Context: an optimization exercise on an open-source flow, tuned for small area and a short achievable clock period. The choices shown serve that exercise and are no tape-out recipe.
RTL that was checked went through simulation tests only; none was proved equivalent to the original.
No functional check of the RTL was part of run 2.
Power figures rest on the tool's default switching activity, not on a simulated workload.

## flow/design.v (module list and top-level ports; edited modules follow where they fit)
// module FIRLPF: 546 lines
// module FIRLPF_fa: 4 lines
// module FIRLPF_ha: 4 lines
module FIRLPF(
       input                     Clock,
       input                     Rst_n,
       input      signed  [31:0] InputData1,
       output     signed  [31:0] OutputData
);
  // ...
==> flow/flow/run.sh <==
#!/bin/bash
# The standard layout (standard.sh) with one change to how it is made:
# the port buffers that global placement inserts use buf_2 instead of the
# flow's default pick, a slow delay buffer. Everything else, including
# synthesis, is the standard flow's. The tools' full output goes to
# standard.log in the work folder (and to the ORFS logs under orfs/logs).
set -euo pipefail
export BUFFER_PORTS_ARGS="-buffer_cell sky130_fd_sc_hd__buf_2"
bash standard.sh > standard.log 2>&1
==> flow/standard.sh <==
#!/bin/bash
# synth_recipe.tcl (not shown) runs the flow's synth.tcl, then flattens the netlist and writes it again
# the make line also repeats each setting of config.mk as NAME=value (left out here)
make -C /OpenROAD-flow-scripts/flow DESIGN_CONFIG=/design/flow/config.mk WORK_HOME=/design/flow/orfs CLKGATE_MAP_FILE= SYNTH_SCRIPT=/design/flow/synth_recipe.tcl "${@:-finish}"
==> flow/config.mk <==
export PLATFORM = sky130hd
export DESIGN_NAME = FIRLPF
export DESIGN_NICKNAME = FIRLPF
export VERILOG_FILES = /design/flow/design.v
export SDC_FILE = /design/flow/constraint.sdc
export NUM_CORES = 4
export LEC_CHECK = 0
export CAP_MARGIN = 20
export CELL_PAD_IN_SITES_DETAIL_PLACEMENT = 1
export CORE_MARGIN = 2
export CORE_UTILIZATION = 30
export PLACE_DENSITY = 0.5
export SLEW_MARGIN = 20
export SYNTH_HIERARCHICAL = 1
export SYNTH_MINIMUM_KEEP_SIZE = 0
==> flow/constraint.sdc <==
create_clock -name core_clock -period 11.0 [get_ports {Clock}]
set_input_delay 2.2000 -clock core_clock [delete_from_list [all_inputs] [get_ports {Clock}]]
set_output_delay 2.2000 -clock core_clock [all_outputs]
set_load 0.01 [all_outputs]
==> impl_metrics.csv, run 1 <==
group,metric,value,unit
sta,min_period_over_period,33.3,%
setup_path,cpMaxStageDelayCell,"fa_1",
hold_path,hold_end,"R7[17]",
hold_path,holdCritStartpoint,"R6[17]",
placed_design,gp_congestion,0.809,
cells_and_area,final_cell_mix,"353 x dfxtp_1, 220 x fa_1, 197 x mux2i_1, 160 x inv_1, 122 x nand2_1",
cells_and_area,fill_cells,8031,
sta,skew,22.9,ps
placed_design,dp_hpwl,40.6,mm
sta,fin_ws,7330,ps
route,wl_met2,27.5,mm
setup_path,crit_path_max_incr_delay,530,ps
power,powerComb,2.11,mW
floorplanning,start_util,30.4,%
synth,yosys.area_share.adder,24.8,%
cells_and_area,fin_util,33.7,%
power,clkPwrFrac,28.3,%
placed_design,pre_cts_ws,7350,ps
synth,yosys-top-cells-area,"dfxtp_1 32%, fa_1 20%, mux2i_1 8.9%",
outcome,outcome,"timing/DRC/antenna clean",
synth,yosysMostFrequentCell,"dfxtp_1",
route,first_pass_iters,6,
cells_and_area,antenna_cells,0,
synth,synthArstFlopShare,9.80,%
grt,grt.total_usage,15.5,%
setup_path,r2r_setup_slack,7330,ps
sta,maxSlewViolCount,0,
synth,synth_cells,2057,
sta,relSlewSlack,30.2,%
route,wl_per_cell,19.7,µm
setup_path,endpoint,"U[26]",
==> run 2, diff against run 1 <==
--- a/flow/design.v
+++ b/flow/design.v
@@ -534,21 +534,297 @@
   R1 <= R0; R2 <= R1; R3 <= R2; R4 <= R3;
   R5 <= R4; R6 <= R5; R7 <= R6; R8 <= R7;
 end
 reg upd;
 always @(posedge Clock or negedge Rst_n)
   if (!Rst_n) upd <= 1'b0;
   else        upd <= (Count == 6'd39);
 reg  [27:0] U;
+wire [27:0] Unext;
+wire [27:0] ua = U;
+wire [27:0] ub = {{3{R2[24]}}, R2};
+wire [27:0] uc = ~{{3{R7[24]}}, R7};
+wire us0, uk0;
+FIRLPF_fa uu0 (.a(ua[0]), .b(ub[0]), .c(uc[0]), .s(us0), .co(uk0));
+wire us1, uk1;
+FIRLPF_fa uu1 (.a(ua[1]), .b(ub[1]), .c(uc[1]), .s(us1), .co(uk1));
+wire us2, uk2;
+FIRLPF_fa uu2 (.a(ua[2]), .b(ub[2]), .c(uc[2]), .s(us2), .co(uk2));
+wire us3, uk3;
+FIRLPF_fa uu3 (.a(ua[3]), .b(ub[3]), .c(uc[3]), .s(us3), .co(uk3));
+wire us4, uk4;
+FIRLPF_fa uu4 (.a(ua[4]), .b(ub[4]), .c(uc[4]), .s(us4), .co(uk4));
+wire us5, uk5;
+FIRLPF_fa uu5 (.a(ua[5]), .b(ub[5]), .c(uc[5]), .s(us5), .co(uk5));
+wire us6, uk6;
+FIRLPF_fa uu6 (.a(ua[6]), .b(ub[6]), .c(uc[6]), .s(us6), .co(uk6));
+wire us7, uk7;
+FIRLPF_fa uu7 (.a(ua[7]), .b(ub[7]), .c(uc[7]), .s(us7), .co(uk7));
+wire us8, uk8;
+FIRLPF_fa uu8 (.a(ua[8]), .b(ub[8]), .c(uc[8]), .s(us8), .co(uk8));
+wire us9, uk9;
+FIRLPF_fa uu9 (.a(ua[9]), .b(ub[9]), .c(uc[9]), .s(us9), .co(uk9));
+wire us10, uk10;
+FIRLPF_fa uu10 (.a(ua[10]), .b(ub[10]), .c(uc[10]), .s(us10), .co(uk10));
+wire us11, uk11;
+FIRLPF_fa uu11 (.a(ua[11]), .b(ub[11]), .c(uc[11]), .s(us11), .co(uk11));
+wire us12, uk12;
+FIRLPF_fa uu12 (.a(ua[12]), .b(ub[12]), .c(uc[12]), .s(us12), .co(uk12));
+wire us13, uk13;
+FIRLPF_fa uu13 (.a(ua[13]), .b(ub[13]), .c(uc[13]), .s(us13), .co(uk13));
+wire us14, uk14;
+FIRLPF_fa uu14 (.a(ua[14]), .b(ub[14]), .c(uc[14]), .s(us14), .co(uk14));
+wire us15, uk15;
+FIRLPF_fa uu15 (.a(ua[15]), .b(ub[15]), .c(uc[15]), .s(us15), .co(uk15));
+wire us16, uk16;
+FIRLPF_fa uu16 (.a(ua[16]), .b(ub[16]), .c(uc[16]), .s(us16), .co(uk16));
+wire us17, uk17;
+FIRLPF_fa uu17 (.a(ua[17]), .b(ub[17]), .c(uc[17]), .s(us17), .co(uk17));
+wire us18, uk18;
+FIRLPF_fa uu18 (.a(ua[18]), .b(ub[18]), .c(uc[18]), .s(us18), .co(uk18));
+wire us19, uk19;
+FIRLPF_fa uu19 (.a(ua[19]), .b(ub[19]), .c(uc[19]), .s(us19), .co(uk19));
+wire us20, uk20;
+FIRLPF_fa uu20 (.a(ua[20]), .b(ub[20]), .c(uc[20]), .s(us20), .co(uk20));
+wire us21, uk21;
+FIRLPF_fa uu21 (.a(ua[21]), .b(ub[21]), .c(uc[21]), .s(us21), .co(uk21));
+wire us22, uk22;
+FIRLPF_fa uu22 (.a(ua[22]), .b(ub[22]), .c(uc[22]), .s(us22), .co(uk22));
+wire us23, uk23;
+FIRLPF_fa uu23 (.a(ua[23]), .b(ub[23]), .c(uc[23]), .s(us23), .co(uk23));
+wire us24, uk24;
+FIRLPF_fa uu24 (.a(ua[24]), .b(ub[24]), .c(uc[24]), .s(us24), .co(uk24));
+wire us25, uk25;
+FIRLPF_fa uu25 (.a(ua[25]), .b(ub[25]), .c(uc[25]), .s(us25), .co(uk25));
+wire us26, uk26;
+FIRLPF_fa uu26 (.a(ua[26]), .b(ub[26]), .c(uc[26]), .s(us26), .co(uk26));
+wire us27, uk27;
+FIRLPF_fa uu27 (.a(ua[27]), .b(ub[27]), .c(uc[27]), .s(us27), .co(uk27));
+wire uap0, uag0;
+FIRLPF_ha uuah0 (.a(us0), .b(1'b1), .s(uap0), .co(uag0));
+wire uap1, uag1;
+FIRLPF_ha uuah1 (.a(us1), .b(uk0), .s(uap1), .co(uag1));
+wire uap2, uag2;
+FIRLPF_ha uuah2 (.a(us2), .b(uk1), .s(uap2), .co(uag2));
+wire uap3, uag3;
+FIRLPF_ha uuah3 (.a(us3), .b(uk2), .s(uap3), .co(uag3));
+wire uap4, uag4;
+FIRLPF_ha uuah4 (.a(us4), .b(uk3), .s(uap4), .co(uag4));
+wire uap5, uag5;
+FIRLPF_ha uuah5 (.a(us5), .b(uk4), .s(uap5), .co(uag5));
+wire uap6, uag6;
+FIRLPF_ha uuah6 (.a(us6), .b(uk5), .s(uap6), .co(uag6));
+wire uap7, uag7;
+FIRLPF_ha uuah7 (.a(us7), .b(uk6), .s(uap7), .co(uag7));
+wire uap8, uag8;
+FIRLPF_ha uuah8 (.a(us8), .b(uk7), .s(uap8), .co(uag8));
+wire uap9, uag9;
+FIRLPF_ha uuah9 (.a(us9), .b(uk8), .s(uap9), .co(uag9));
+wire uap10, uag10;
+FIRLPF_ha uuah10 (.a(us10), .b(uk9), .s(uap10), .co(uag10));
+wire uap11, uag11;
+FIRLPF_ha uuah11 (.a(us11), .b(uk10), .s(uap11), .co(uag11));
+wire uap12, uag12;
+FIRLPF_ha uuah12 (.a(us12), .b(uk11), .s(uap12), .co(uag12));
+wire uap13, uag13;
+FIRLPF_ha uuah13 (.a(us13), .b(uk12), .s(uap13), .co(uag13));
+wire uap14, uag14;
+FIRLPF_ha uuah14 (.a(us14), .b(uk13), .s(uap14), .co(uag14));
+wire uap15, uag15;
+FIRLPF_ha uuah15 (.a(us15), .b(uk14), .s(uap15), .co(uag15));
+wire uap16, uag16;
+FIRLPF_ha uuah16 (.a(us16), .b(uk15), .s(uap16), .co(uag16));
+wire uap17, uag17;
+FIRLPF_ha uuah17 (.a(us17), .b(uk16), .s(uap17), .co(uag17));
+wire uap18, uag18;
+FIRLPF_ha uuah18 (.a(us18), .b(uk17), .s(uap18), .co(uag18));
+wire uap19, uag19;
+FIRLPF_ha uuah19 (.a(us19), .b(uk18), .s(uap19), .co(uag19));
+wire uap20, uag20;
+FIRLPF_ha uuah20 (.a(us20), .b(uk19), .s(uap20), .co(uag20));
+wire uap21, uag21;
+FIRLPF_ha uuah21 (.a(us21), .b(uk20), .s(uap21), .co(uag21));
+wire uap22, uag22;
+FIRLPF_ha uuah22 (.a(us22), .b(uk21), .s(uap22), .co(uag22));
+wire uap23, uag23;
+FIRLPF_ha uuah23 (.a(us23), .b(uk22), .s(uap23), .co(uag23));
+wire uap24, uag24;
+FIRLPF_ha uuah24 (.a(us24), .b(uk23), .s(uap24), .co(uag24));
+wire uap25, uag25;
+FIRLPF_ha uuah25 (.a(us25), .b(uk24), .s(uap25), .co(uag25));
+wire uap26, uag26;
+FIRLPF_ha uuah26 (.a(us26), .b(uk25), .s(uap26), .co(uag26));
+wire uap27, uag27;
+FIRLPF_ha uuah27 (.a(us27), .b(uk26), .s(uap27), .co(uag27));
+wire uaG0_1g, uaG0_1p;
+FIRLPF_gp uuaG0_1 (.gh(uag1), .ph(uap1), .gl(uag0), .pl(uap0), .g(uaG0_1g), .p(uaG0_1p));
+wire uaG0_3g, uaG0_3p;
+FIRLPF_gp uuaG0_3 (.gh(uag3), .ph(uap3), .gl(uag2), .pl(uap2), .g(uaG0_3g), .p(uaG0_3p));
+wire uaG0_5g, uaG0_5p;
+FIRLPF_gp uuaG0_5 (.gh(uag5), .ph(uap5), .gl(uag4), .pl(uap4), .g(uaG0_5g), .p(uaG0_5p));
+wire uaG0_7g, uaG0_7p;
+FIRLPF_gp uuaG0_7 (.gh(uag7), .ph(uap7), .gl(uag6), .pl(uap6), .g(uaG0_7g), .p(uaG0_7p));
+wire uaG0_9g, uaG0_9p;
+FIRLPF_gp uuaG0_9 (.gh(uag9), .ph(uap9), .gl(uag8), .pl(uap8), .g(uaG0_9g), .p(uaG0_9p));
+wire uaG0_11g, uaG0_11p;
+FIRLPF_gp uuaG0_11 (.gh(uag11), .ph(uap11), .gl(uag10), .pl(uap10), .g(uaG0_11g), .p(uaG0_11p));
+wire uaG0_13g, uaG0_13p;
+FIRLPF_gp uuaG0_13 (.gh(uag13), .ph(uap13), .gl(uag12), .pl(uap12), .g(uaG0_13g), .p(uaG0_13p));
+wire uaG0_15g, uaG0_15p;
+FIRLPF_gp uuaG0_15 (.gh(uag15), .ph(uap15), .gl(uag14), .pl(uap14), .g(uaG0_15g), .p(uaG0_15p));
+wire uaG0_17g, uaG0_17p;
+FIRLPF_gp uuaG0_17 (.gh(uag17), .ph(uap17), .gl(uag16), .pl(uap16), .g(uaG0_17g), .p(uaG0_17p));
+wire uaG0_19g, uaG0_19p;
+FIRLPF_gp uuaG0_19 (.gh(uag19), .ph(uap19), .gl(uag18), .pl(uap18), .g(uaG0_19g), .p(uaG0_19p));
+wire uaG0_21g, uaG0_21p;
+FIRLPF_gp uuaG0_21 (.gh(uag21), .ph(uap21), .gl(uag20), .pl(uap20), .g(uaG0_21g), .p(uaG0_21p));
+wire uaG0_23g, uaG0_23p;
+FIRLPF_gp uuaG0_23 (.gh(uag23), .ph(uap23), .gl(uag22), .pl(uap22), .g(uaG0_23g), .p(uaG0_23p));
+wire uaG0_25g, uaG0_25p;
+FIRLPF_gp uuaG0_25 (.gh(uag25), .ph(uap25), .gl(uag24), .pl(uap24), .g(uaG0_25g), .p(uaG0_25p));
+wire uaG0_27g, uaG0_27p;
+FIRLPF_gp uuaG0_27 (.gh(uag27), .ph(uap27), .gl(uag26), .pl(uap26), .g(uaG0_27g), .p(uaG0_27p));
+wire uaG1_2g, uaG1_2p;
+FIRLPF_gp uuaG1_2 (.gh(uag2), .ph(uap2), .gl(uaG0_1g), .pl(uaG0_1p), .g(uaG1_2g), .p(uaG1_2p));
+wire uaG1_3g, uaG1_3p;
+FIRLPF_gp uuaG1_3 (.gh(uaG0_3g), .ph(uaG0_3p), .gl(uaG0_1g), .pl(uaG0_1p), .g(uaG1_3g), .p(uaG1_3p));
+wire uaG1_6g, uaG1_6p;
+FIRLPF_gp uuaG1_6 (.gh(uag6), .ph(uap6), .gl(uaG0_5g), .pl(uaG0_5p), .g(uaG1_6g), .p(uaG1_6p));
+wire uaG1_7g, uaG1_7p;
+FIRLPF_gp uuaG1_7 (.gh(uaG0_7g), .ph(uaG0_7p), .gl(uaG0_5g), .pl(uaG0_5p), .g(uaG1_7g), .p(uaG1_7p));
+wire uaG1_10g, uaG1_10p;
+FIRLPF_gp uuaG1_10 (.gh(uag10), .ph(uap10), .gl(uaG0_9g), .pl(uaG0_9p), .g(uaG1_10g), .p(uaG1_10p));
+wire uaG1_11g, uaG1_11p;
+FIRLPF_gp uuaG1_11 (.gh(uaG0_11g), .ph(uaG0_11p), .gl(uaG0_9g), .pl(uaG0_9p), .g(uaG1_11g), .p(uaG1_11p));
+wire uaG1_14g, uaG1_14p;
+FIRLPF_gp uuaG1_14 (.gh(uag14), .ph(uap14), .gl(uaG0_13g), .pl(uaG0_13p), .g(uaG1_14g), .p(uaG1_14p));
+wire uaG1_15g, uaG1_15p;
+FIRLPF_gp uuaG1_15 (.gh(uaG0_15g), .ph(uaG0_15p), .gl(uaG0_13g), .pl(uaG0_13p), .g(uaG1_15g), .p(uaG1_15p));
+wire uaG1_18g, uaG1_18p;
+FIRLPF_gp uuaG1_18 (.gh(uag18), .ph(uap18), .gl(uaG0_17g), .pl(uaG0_17p), .g(uaG1_18g), .p(uaG1_18p));
+wire uaG1_19g, uaG1_19p;
+FIRLPF_gp uuaG1_19 (.gh(uaG0_19g), .ph(uaG0_19p), .gl(uaG0_17g), .pl(uaG0_17p), .g(uaG1_19g), .p(uaG1_19p));
+wire uaG1_22g, uaG1_22p;
+FIRLPF_gp uuaG1_22 (.gh(uag22), .ph(uap22), .gl(uaG0_21g), .pl(uaG0_21p), .g(uaG1_22g), .p(uaG1_22p));
+wire uaG1_23g, uaG1_23p;
+FIRLPF_gp uuaG1_23 (.gh(uaG0_23g), .ph(uaG0_23p), .gl(uaG0_21g), .pl(uaG0_21p), .g(uaG1_23g), .p(uaG1_23p));
+wire uaG1_26g, uaG1_26p;
+FIRLPF_gp uuaG1_26 (.gh(uag26), .ph(uap26), .gl(uaG0_25g), .pl(uaG0_25p), .g(uaG1_26g), .p(uaG1_26p));
+wire uaG1_27g, uaG1_27p;
+FIRLPF_gp uuaG1_27 (.gh(uaG0_27g), .ph(uaG0_27p), .gl(uaG0_25g), .pl(uaG0_25p), .g(uaG1_27g), .p(uaG1_27p));
+wire uaG2_4g, uaG2_4p;
+FIRLPF_gp uuaG2_4 (.gh(uag4), .ph(uap4), .gl(uaG1_3g), .pl(uaG1_3p), .g(uaG2_4g), .p(uaG2_4p));
+wire uaG2_5g, uaG2_5p;
+FIRLPF_gp uuaG2_5 (.gh(uaG0_5g), .ph(uaG0_5p), .gl(uaG1_3g), .pl(uaG1_3p), .g(uaG2_5g), .p(uaG2_5p));
+wire uaG2_6g, uaG2_6p;
+FIRLPF_gp uuaG2_6 (.gh(uaG1_6g), .ph(uaG1_6p), .gl(uaG1_3g), .pl(uaG1_3p), .g(uaG2_6g), .p(uaG2_6p));
+wire uaG2_7g, uaG2_7p;
+FIRLPF_gp uuaG2_7 (.gh(uaG1_7g), .ph(uaG1_7p), .gl(uaG1_3g), .pl(uaG1_3p), .g(uaG2_7g), .p(uaG2_7p));
+wire uaG2_12g, uaG2_12p;
+FIRLPF_gp uuaG2_12 (.gh(uag12), .ph(uap12), .gl(uaG1_11g), .pl(uaG1_11p), .g(uaG2_12g), .p(uaG2_12p));
+wire uaG2_13g, uaG2_13p;
+FIRLPF_gp uuaG2_13 (.gh(uaG0_13g), .ph(uaG0_13p), .gl(uaG1_11g), .pl(uaG1_11p), .g(uaG2_13g), .p(uaG2_13p));
+wire uaG2_14g, uaG2_14p;
+FIRLPF_gp uuaG2_14 (.gh(uaG1_14g), .ph(uaG1_14p), .gl(uaG1_11g), .pl(uaG1_11p), .g(uaG2_14g), .p(uaG2_14p));
+wire uaG2_15g, uaG2_15p;
+FIRLPF_gp uuaG2_15 (.gh(uaG1_15g), .ph(uaG1_15p), .gl(uaG1_11g), .pl(uaG1_11p), .g(uaG2_15g), .p(uaG2_15p));
+wire uaG2_20g, uaG2_20p;
+FIRLPF_gp uuaG2_20 (.gh(uag20), .ph(uap20), .gl(uaG1_19g), .pl(uaG1_19p), .g(uaG2_20g), .p(uaG2_20p));
+wire uaG2_21g, uaG2_21p;
+FIRLPF_gp uuaG2_21 (.gh(uaG0_21g), .ph(uaG0_21p), .gl(uaG1_19g), .pl(uaG1_19p), .g(uaG2_21g), .p(uaG2_21p));
+wire uaG2_22g, uaG2_22p;
+FIRLPF_gp uuaG2_22 (.gh(uaG1_22g), .ph(uaG1_22p), .gl(uaG1_19g), .pl(uaG1_19p), .g(uaG2_22g), .p(uaG2_22p));
+wire uaG2_23g, uaG2_23p;
+FIRLPF_gp uuaG2_23 (.gh(uaG1_23g), .ph(uaG1_23p), .gl(uaG1_19g), .pl(uaG1_19p), .g(uaG2_23g), .p(uaG2_23p));
+wire uaG3_8g, uaG3_8p;
+FIRLPF_gp uuaG3_8 (.gh(uag8), .ph(uap8), .gl(uaG2_7g), .pl(uaG2_7p), .g(uaG3_8g), .p(uaG3_8p));
+wire uaG3_9g, uaG3_9p;
+FIRLPF_gp uuaG3_9 (.gh(uaG0_9g), .ph(uaG0_9p), .gl(uaG2_7g), .pl(uaG2_7p), .g(uaG3_9g), .p(uaG3_9p));
+wire uaG3_10g, uaG3_10p;
+FIRLPF_gp uuaG3_10 (.gh(uaG1_10g), .ph(uaG1_10p), .gl(uaG2_7g), .pl(uaG2_7p), .g(uaG3_10g), .p(uaG3_10p));
+wire uaG3_11g, uaG3_11p;
+FIRLPF_gp uuaG3_11 (.gh(uaG1_11g), .ph(uaG1_11p), .gl(uaG2_7g), .pl(uaG2_7p), .g(uaG3_11g), .p(uaG3_11p));
+wire uaG3_12g, uaG3_12p;
+FIRLPF_gp uuaG3_12 (.gh(uaG2_12g), .ph(uaG2_12p), .gl(uaG2_7g), .pl(uaG2_7p), .g(uaG3_12g), .p(uaG3_12p));
+wire uaG3_13g, uaG3_13p;
+FIRLPF_gp uuaG3_13 (.gh(uaG2_13g), .ph(uaG2_13p), .gl(uaG2_7g), .pl(uaG2_7p), .g(uaG3_13g), .p(uaG3_13p));
+wire uaG3_14g, uaG3_14p;
+FIRLPF_gp uuaG3_14 (.gh(uaG2_14g), .ph(uaG2_14p), .gl(uaG2_7g), .pl(uaG2_7p), .g(uaG3_14g), .p(uaG3_14p));
+wire uaG3_15g, uaG3_15p;
+FIRLPF_gp uuaG3_15 (.gh(uaG2_15g), .ph(uaG2_15p), .gl(uaG2_7g), .pl(uaG2_7p), .g(uaG3_15g), .p(uaG3_15p));
+wire uaG3_24g, uaG3_24p;
+FIRLPF_gp uuaG3_24 (.gh(uag24), .ph(uap24), .gl(uaG2_23g), .pl(uaG2_23p), .g(uaG3_24g), .p(uaG3_24p));
+wire uaG3_25g, uaG3_25p;
+FIRLPF_gp uuaG3_25 (.gh(uaG0_25g), .ph(uaG0_25p), .gl(uaG2_23g), .pl(uaG2_23p), .g(uaG3_25g), .p(uaG3_25p));
+wire uaG3_26g, uaG3_26p;
+FIRLPF_gp uuaG3_26 (.gh(uaG1_26g), .ph(uaG1_26p), .gl(uaG2_23g), .pl(uaG2_23p), .g(uaG3_26g), .p(uaG3_26p));
+wire uaG3_27g, uaG3_27p;
+FIRLPF_gp uuaG3_27 (.gh(uaG1_27g), .ph(uaG1_27p), .gl(uaG2_23g), .pl(uaG2_23p), .g(uaG3_27g), .p(uaG3_27p));
+wire uaG4_16g, uaG4_16p;
+FIRLPF_gp uuaG4_16 (.gh(uag16), .ph(uap16), .gl(uaG3_15g), .pl(uaG3_15p), .g(uaG4_16g), .p(uaG4_16p));
+wire uaG4_17g, uaG4_17p;
+FIRLPF_gp uuaG4_17 (.gh(uaG0_17g), .ph(uaG0_17p), .gl(uaG3_15g), .pl(uaG3_15p), .g(uaG4_17g), .p(uaG4_17p));
+wire uaG4_18g, uaG4_18p;
+FIRLPF_gp uuaG4_18 (.gh(uaG1_18g), .ph(uaG1_18p), .gl(uaG3_15g), .pl(uaG3_15p), .g(uaG4_18g), .p(uaG4_18p));
+wire uaG4_19g, uaG4_19p;
+FIRLPF_gp uuaG4_19 (.gh(uaG1_19g), .ph(uaG1_19p), .gl(uaG3_15g), .pl(uaG3_15p), .g(uaG4_19g), .p(uaG4_19p));
+wire uaG4_20g, uaG4_20p;
+FIRLPF_gp uuaG4_20 (.gh(uaG2_20g), .ph(uaG2_20p), .gl(uaG3_15g), .pl(uaG3_15p), .g(uaG4_20g), .p(uaG4_20p));
+wire uaG4_21g, uaG4_21p;
+FIRLPF_gp uuaG4_21 (.gh(uaG2_21g), .ph(uaG2_21p), .gl(uaG3_15g), .pl(uaG3_15p), .g(uaG4_21g), .p(uaG4_21p));
+wire uaG4_22g, uaG4_22p;
+FIRLPF_gp uuaG4_22 (.gh(uaG2_22g), .ph(uaG2_22p), .gl(uaG3_15g), .pl(uaG3_15p), .g(uaG4_22g), .p(uaG4_22p));
+wire uaG4_23g, uaG4_23p;
+FIRLPF_gp uuaG4_23 (.gh(uaG2_23g), .ph(uaG2_23p), .gl(uaG3_15g), .pl(uaG3_15p), .g(uaG4_23g), .p(uaG4_23p));
+wire uaG4_24g, uaG4_24p;
+FIRLPF_gp uuaG4_24 (.gh(uaG3_24g), .ph(uaG3_24p), .gl(uaG3_15g), .pl(uaG3_15p), .g(uaG4_24g), .p(uaG4_24p));
+wire uaG4_25g, uaG4_25p;
+FIRLPF_gp uuaG4_25 (.gh(uaG3_25g), .ph(uaG3_25p), .gl(uaG3_15g), .pl(uaG3_15p), .g(uaG4_25g), .p(uaG4_25p));
+wire uaG4_26g, uaG4_26p;
+FIRLPF_gp uuaG4_26 (.gh(uaG3_26g), .ph(uaG3_26p), .gl(uaG3_15g), .pl(uaG3_15p), .g(uaG4_26g), .p(uaG4_26p));
+wire uaG4_27g, uaG4_27p;
+FIRLPF_gp uuaG4_27 (.gh(uaG3_27g), .ph(uaG3_27p), .gl(uaG3_15g), .pl(uaG3_15p), .g(uaG4_27g), .p(uaG4_27p));
+wire uas1 = uap1 ^ uag0;
+wire uas2 = uap2 ^ uaG0_1g;
+wire uas3 = uap3 ^ uaG1_2g;
+wire uas4 = uap4 ^ uaG1_3g;
+wire uas5 = uap5 ^ uaG2_4g;
+wire uas6 = uap6 ^ uaG2_5g;
+wire uas7 = uap7 ^ uaG2_6g;
+wire uas8 = uap8 ^ uaG2_7g;
+wire uas9 = uap9 ^ uaG3_8g;
+wire uas10 = uap10 ^ uaG3_9g;
+wire uas11 = uap11 ^ uaG3_10g;
+wire uas12 = uap12 ^ uaG3_11g;
+wire uas13 = uap13 ^ uaG3_12g;
+wire uas14 = uap14 ^ uaG3_13g;
+wire uas15 = uap15 ^ uaG3_14g;
+wire uas16 = uap16 ^ uaG3_15g;
+wire uas17 = uap17 ^ uaG4_16g;
+wire uas18 = uap18 ^ uaG4_17g;
+wire uas19 = uap19 ^ uaG4_18g;
+wire uas20 = uap20 ^ uaG4_19g;
+wire uas21 = uap21 ^ uaG4_20g;
+wire uas22 = uap22 ^ uaG4_21g;
+wire uas23 = uap23 ^ uaG4_22g;
+wire uas24 = uap24 ^ uaG4_23g;
+wire uas25 = uap25 ^ uaG4_24g;
+wire uas26 = uap26 ^ uaG4_25g;
+wire uas27 = uap27 ^ uaG4_26g;
+assign Unext = {uas27, uas26, uas25, uas24, uas23, uas22, uas21, uas20, uas19, uas18, uas17, uas16, uas15, uas14, uas13, uas12, uas11, uas10, uas9, uas8, uas7, uas6, uas5, uas4, uas3, uas2, uas1, uap0};
 always @(posedge Clock or negedge Rst_n)
   if (!Rst_n)   U <= 28'd0;
-  else if (upd) U <= U + {{3{R2[24]}}, R2} - {{3{R7[24]}}, R7};
-assign OutputData = {{7{U[27]}}, U[27:3]};
+  else if (upd) U <= Unext;
+assign OutputData = {U[27], U[27], U[27], U[27], U[27], U[27], U[27], U[27], U[26:3]};
 endmodule
 module FIRLPF_fa(input a, input b, input c, output s, output co);
 assign s  = a ^ b ^ c;
 assign co = (a & b) | (a & c) | (b & c);
 endmodule
 module FIRLPF_ha(input a, input b, output s, output co);
 assign s  = a ^ b;
 assign co = a & b;
 endmodule
+module FIRLPF_gp(input gh, input ph, input gl, input pl, output g, output p);
+assign g = gh | (ph & gl);
+assign p = ph & pl;
+endmodule
==> flow/flow/run.sh (replaced) <==
#!/bin/bash
# The standard layout (standard.sh) with two changes to how it is made:
# - the port buffers that global placement inserts use buf_2 instead of the
#   flow's default pick, a slow delay buffer;
# - after placement resizing (repair_design), cells that drive many loads
#   get a stronger drive strength of the same cell (post_resize.tcl);
#   detailed placement then legalizes them as usual.
# Everything else, including synthesis, is the standard flow's. The tools'
# full output goes to standard.log in the work folder (and to the ORFS logs
# under orfs/logs).
set -euo pipefail
here=$(cd "$(dirname "$0")" && pwd)
export BUFFER_PORTS_ARGS="-buffer_cell sky130_fd_sc_hd__buf_2"
export POST_RESIZE_TCL="$here/post_resize.tcl"
bash standard.sh > standard.log 2>&1
==> flow/flow/post_resize.tcl (new file) <==
# Sourced by ORFS after repair_design in the placement resizing step.
# Cells whose output drives more than 6 pins get the _4 drive strength of the
# same cell, more than 3 pins the _2 one, where the library has it (same
# function; flip-flops stay the same type of flip-flop).
set n_up 0
foreach inst [get_cells *] {
  set master [get_property $inst ref_name]
  if {![regexp {^(sky130_fd_sc_hd__[a-z0-9]+)_([0-9]+)$} $master -> base drive]} { continue }
  if {[string match "*clkbuf*" $base] || [string match "*dly*" $base] || [string match "*tap*" $base]} { continue }
  set fo 0
  foreach pin [get_pins -of_objects $inst -filter "direction == output"] {
    set net [get_nets -of_objects $pin]
    if {$net eq ""} { continue }
    incr fo [llength [get_pins -of_objects $net -filter "direction == input"]]
  }
  if {$fo > 6} { set want 4 } elseif {$fo > 3} { set want 2 } else { continue }
  if {$drive >= $want} { continue }
  if {[llength [get_lib_cells -quiet ${base}_$want]] == 0} { continue }
  replace_cell $inst ${base}_$want
  incr n_up
}
puts "post_resize.tcl: upsized $n_up cells"
--- a/flow/config.mk
+++ b/flow/config.mk
@@ -4,12 +4,14 @@
 export VERILOG_FILES = /design/flow/design.v
 export SDC_FILE = /design/flow/constraint.sdc
 export NUM_CORES = 4
 export LEC_CHECK = 0
 export CAP_MARGIN = 20
 export CELL_PAD_IN_SITES_DETAIL_PLACEMENT = 1
 export CORE_MARGIN = 2
 export CORE_UTILIZATION = 30
+export CTS_CLUSTER_DIAMETER = 60
+export CTS_CLUSTER_SIZE = 30
 export PLACE_DENSITY = 0.5
 export SLEW_MARGIN = 20
 export SYNTH_HIERARCHICAL = 1
 export SYNTH_MINIMUM_KEEP_SIZE = 0
==> run 2 against run 1 <==
Still clean on timing, DRC and antenna. Register-to-register slack better by 350 ps. Final cell count shrank 0.70%. Global-route usage is 0.81 points higher. Sequential share of layout area about the same. Worst hold slack lost 7.0 ps. Sequential power increased by 2%. Combinational power increased by 45%. Synthesized cell count barely moved. Clock skew grew 23 ps. Critical path depth decreased by 13. Setup slack improved by 190 ps. Total power increased by 17%. Largest power group unchanged.
==> impl_metrics.csv, run 2 <==
group,metric,value,unit
setup_path,crit_path_max_incr_delay,530,ps
sta,setup_viol,0,
floorplanning,ios,66,
cts,clock-sinks,398,
setup_path,worstPathArrival,1280,ps
placed_design,dp_hpwl,42.4,mm
cells_and_area,syn_to_final_growth,13.7,%
power,irDropWorstVdd,119,µV
sta,tightestPinTransition,894,ps
route,wl,61.0,mm
hold_path,hp-class,"reg2reg",
setup_path,path_class,"reg2out",
power,p_switching,2.54,mW
power,clkPwrFrac,23.4,%
cts,cts-root-buf,"clkbuf_16",
cts,clk_latency,610,ps
power,p_int,3.91,mW
power,power_frac_comb,47.5,%
route,vias,14900,
setup_path,cpMaxStageDelayCell,"dfrtp_4",
grt,grt_pass1_vias,16800,
power,p_sw_share,39.4,%
sta,grt_setup_unrepaired,"false",
synth,synth_nets,2400,
cells_and_area,final_cell_mix,"317 x dfxtp_1, 221 x fa_1, 189 x mux2i_1, 132 x nand2_1, 89 x o21ai_0",
setup_path,r2r_cells,7,
floorplanning,die_x,276,µm
outcome,outcome,"timing/DRC/antenna clean",
route,ant_nets,0,
power,power.total,6.45,mW
floorplanning,fp-row-count,99,
cts,clkTransAtPathRegs,90,ps
setup_path,critPathRequiredTime,8800,ps
setup_path,cp-end-kind,"output pin",
grt,grt_max_degree,65,
synth,synthesis.area,22200,µm²
cells_and_area,top_regs,"Sc: 40 flops, Ss: 40 flops, xr: 32 flops",
cts,cts-resized-gates,0,
flow_run,maxCapViolCount,0,
power,p_leak,11.1,nW
floorplanning,die_h,276,µm
setup_path,startpoint_type,"flop",
cts,cts_made_buffers,39,
setup_path,crit_chain,"buf_2",
grt,grt_overflow_total,0,
floorplanning,start_util,30.4,%
sta,relSlewSlack,39.9,%
cts,cts_tree,"done",
sta,maxSlewViolCount,0,
floorplanning,dieArea,76100,µm²
cts,cts_max_path_buffers,3,
setup_path,worst-path-buf-inv,1,
route,vias_per_cell,5.04,
setup_path,r2r_end,"Sc[22]",
grt,grt_first_pass_wirelength,97.3,mm
power,p_per_area,256,nW/µm²
cells_and_area,fin_util,34.5,%
cts,h-tree-depth,2,
route,drc,0,
setup_path,r2r_setup_slack,7680,ps
setup_path,crit_family,"flip-flops",
sta,fin_setup_tns,0,ps
grt,grt.total_usage,16.3,%
sta,min_period_over_period,31.6,%
cells_and_area,layout_commonest_cell,"dfxtp_1",
cells_and_area,fin_nets,2320,
setup_path,worst-path-max-fanout,10,
sta,holdWs,315,ps
sta,finalHoldViolCount,0,
placed_design,gp_congestion,0.801,
synth,ys_warn_count,7,
hold_path,hold_depth,0,
grt,antenna_found_initial,7,
route,wl_per_cell,20.6,µm
sta,skew,46.3,ps
cts,cts_hold_repair.buffers,0,
floorplanning,core,73100,µm²
synth,synth_cells,2056,
setup_path,timing.rr.start,"ctl[9]",
power,power_frac_seq,29.1,%
cts,post-cts-setup-buffers,0,
route,first_pass_iters,18,
hold_path,holdCritStartpoint,"R0[9]",
cells_and_area,drive_above_1_share,15.9,%
sta,fin_ws,7520,ps
sta,max_freq,287,MHz
synth,syn_area_per_cell,10.8,µm²
hold_path,hold_end,"R1[9]",
placed_design,pre_cts_ws,7690,ps
route,drtIter0Drc,892,
sta,period_needed,3480,ps
placed_design,io_buffers,65,
## run 2: layer usage
metal	wire length [µm]	vias up	track usage (%)	share of wire, %
met3	3310	102	3.49	5.4
met4	1480	12	5.12	2.4
met5	70	-	0	0.11
met2	29200	353	27.2	48
met1	27000	7647	21.1	44
li1	-	6832	-	-
## run 2: how the worst max path moves through the flow
stage,from,depth (start not counted),slack [ps],end
6_report,U[27],1,7520,OutputData[25]
5_1_grt,U[27],1,7460,OutputData[29]
4_1_cts,U[27],1,7470,OutputData[25]
3_5_place_dp,ctl[9],7,7690,Sc[22]
3_3_place_gp,ctl[14],6,7500,Sc[12]
2_1_floorplan,xr[7],8,7920,Sc[13]
## run 2: cell type report
type | instances | area, µm²
multi-input combinational | 1383 | 13400
sequential | 398 | 8350
fill | 7970 | 47900
timing repair buffer | 80 | 438
inverter | 74 | 293
clock inverter | 30 | 523
antenna | 1 | 2.50
tap | 959 | 1200
clock buffer | 42 | 1010
## run 2: power groups by stage
stage	logic, mW	clock network (mW)	registers [mW]
after floorplan	2.18	0	1.76
after global placement	2.72	0	1.86
after detailed placement	3.07	0	1.90
after CTS	3.11	1.56	1.88
after global routing	3.48	1.62	1.90
final	3.07	1.51	1.88
## run 2: per-stage QoR
stage	std cells	area, µm²
detailed placement	2894	23700
CTS	2966	25200
global placement	2894	23000
finish	2967	25200
global route	2967	25200
floorplan	2056	22200

==> what the ideal ports hide <==
Ports are ideal in the flow. The routed layouts listed here were re-timed in OpenROAD.
Step 1: set_driving_cell puts a clkbuf_16 on Clock and a buf_2 on each other input, an assumption about the parent block.
Step 2 adds t to the input delays and takes it off the output delays; t is the mean of the earliest and latest rising clock arrival at the registers after step 1. Input paths then give back, and output paths get back, about the clock's delay inside the block.
a / b / c = ideal ports / drivers / drivers and shift; a / b = the first two.
run	t (ns)	slack for setup (ns)	latest minus earliest clock arrival (ns)	worst register clock-pin slew, ns	worst slew at a driven data input, ns
run 1	0.647	7.332 / 7.332 / 7.332	0.023 / 0.023	0.07 / 0.07	0.07
run 2	0.654	7.521 / 7.457 / 7.680	0.047 / 0.048	0.11 / 0.11	0.06
After both steps setup and hold are still met in every run listed.
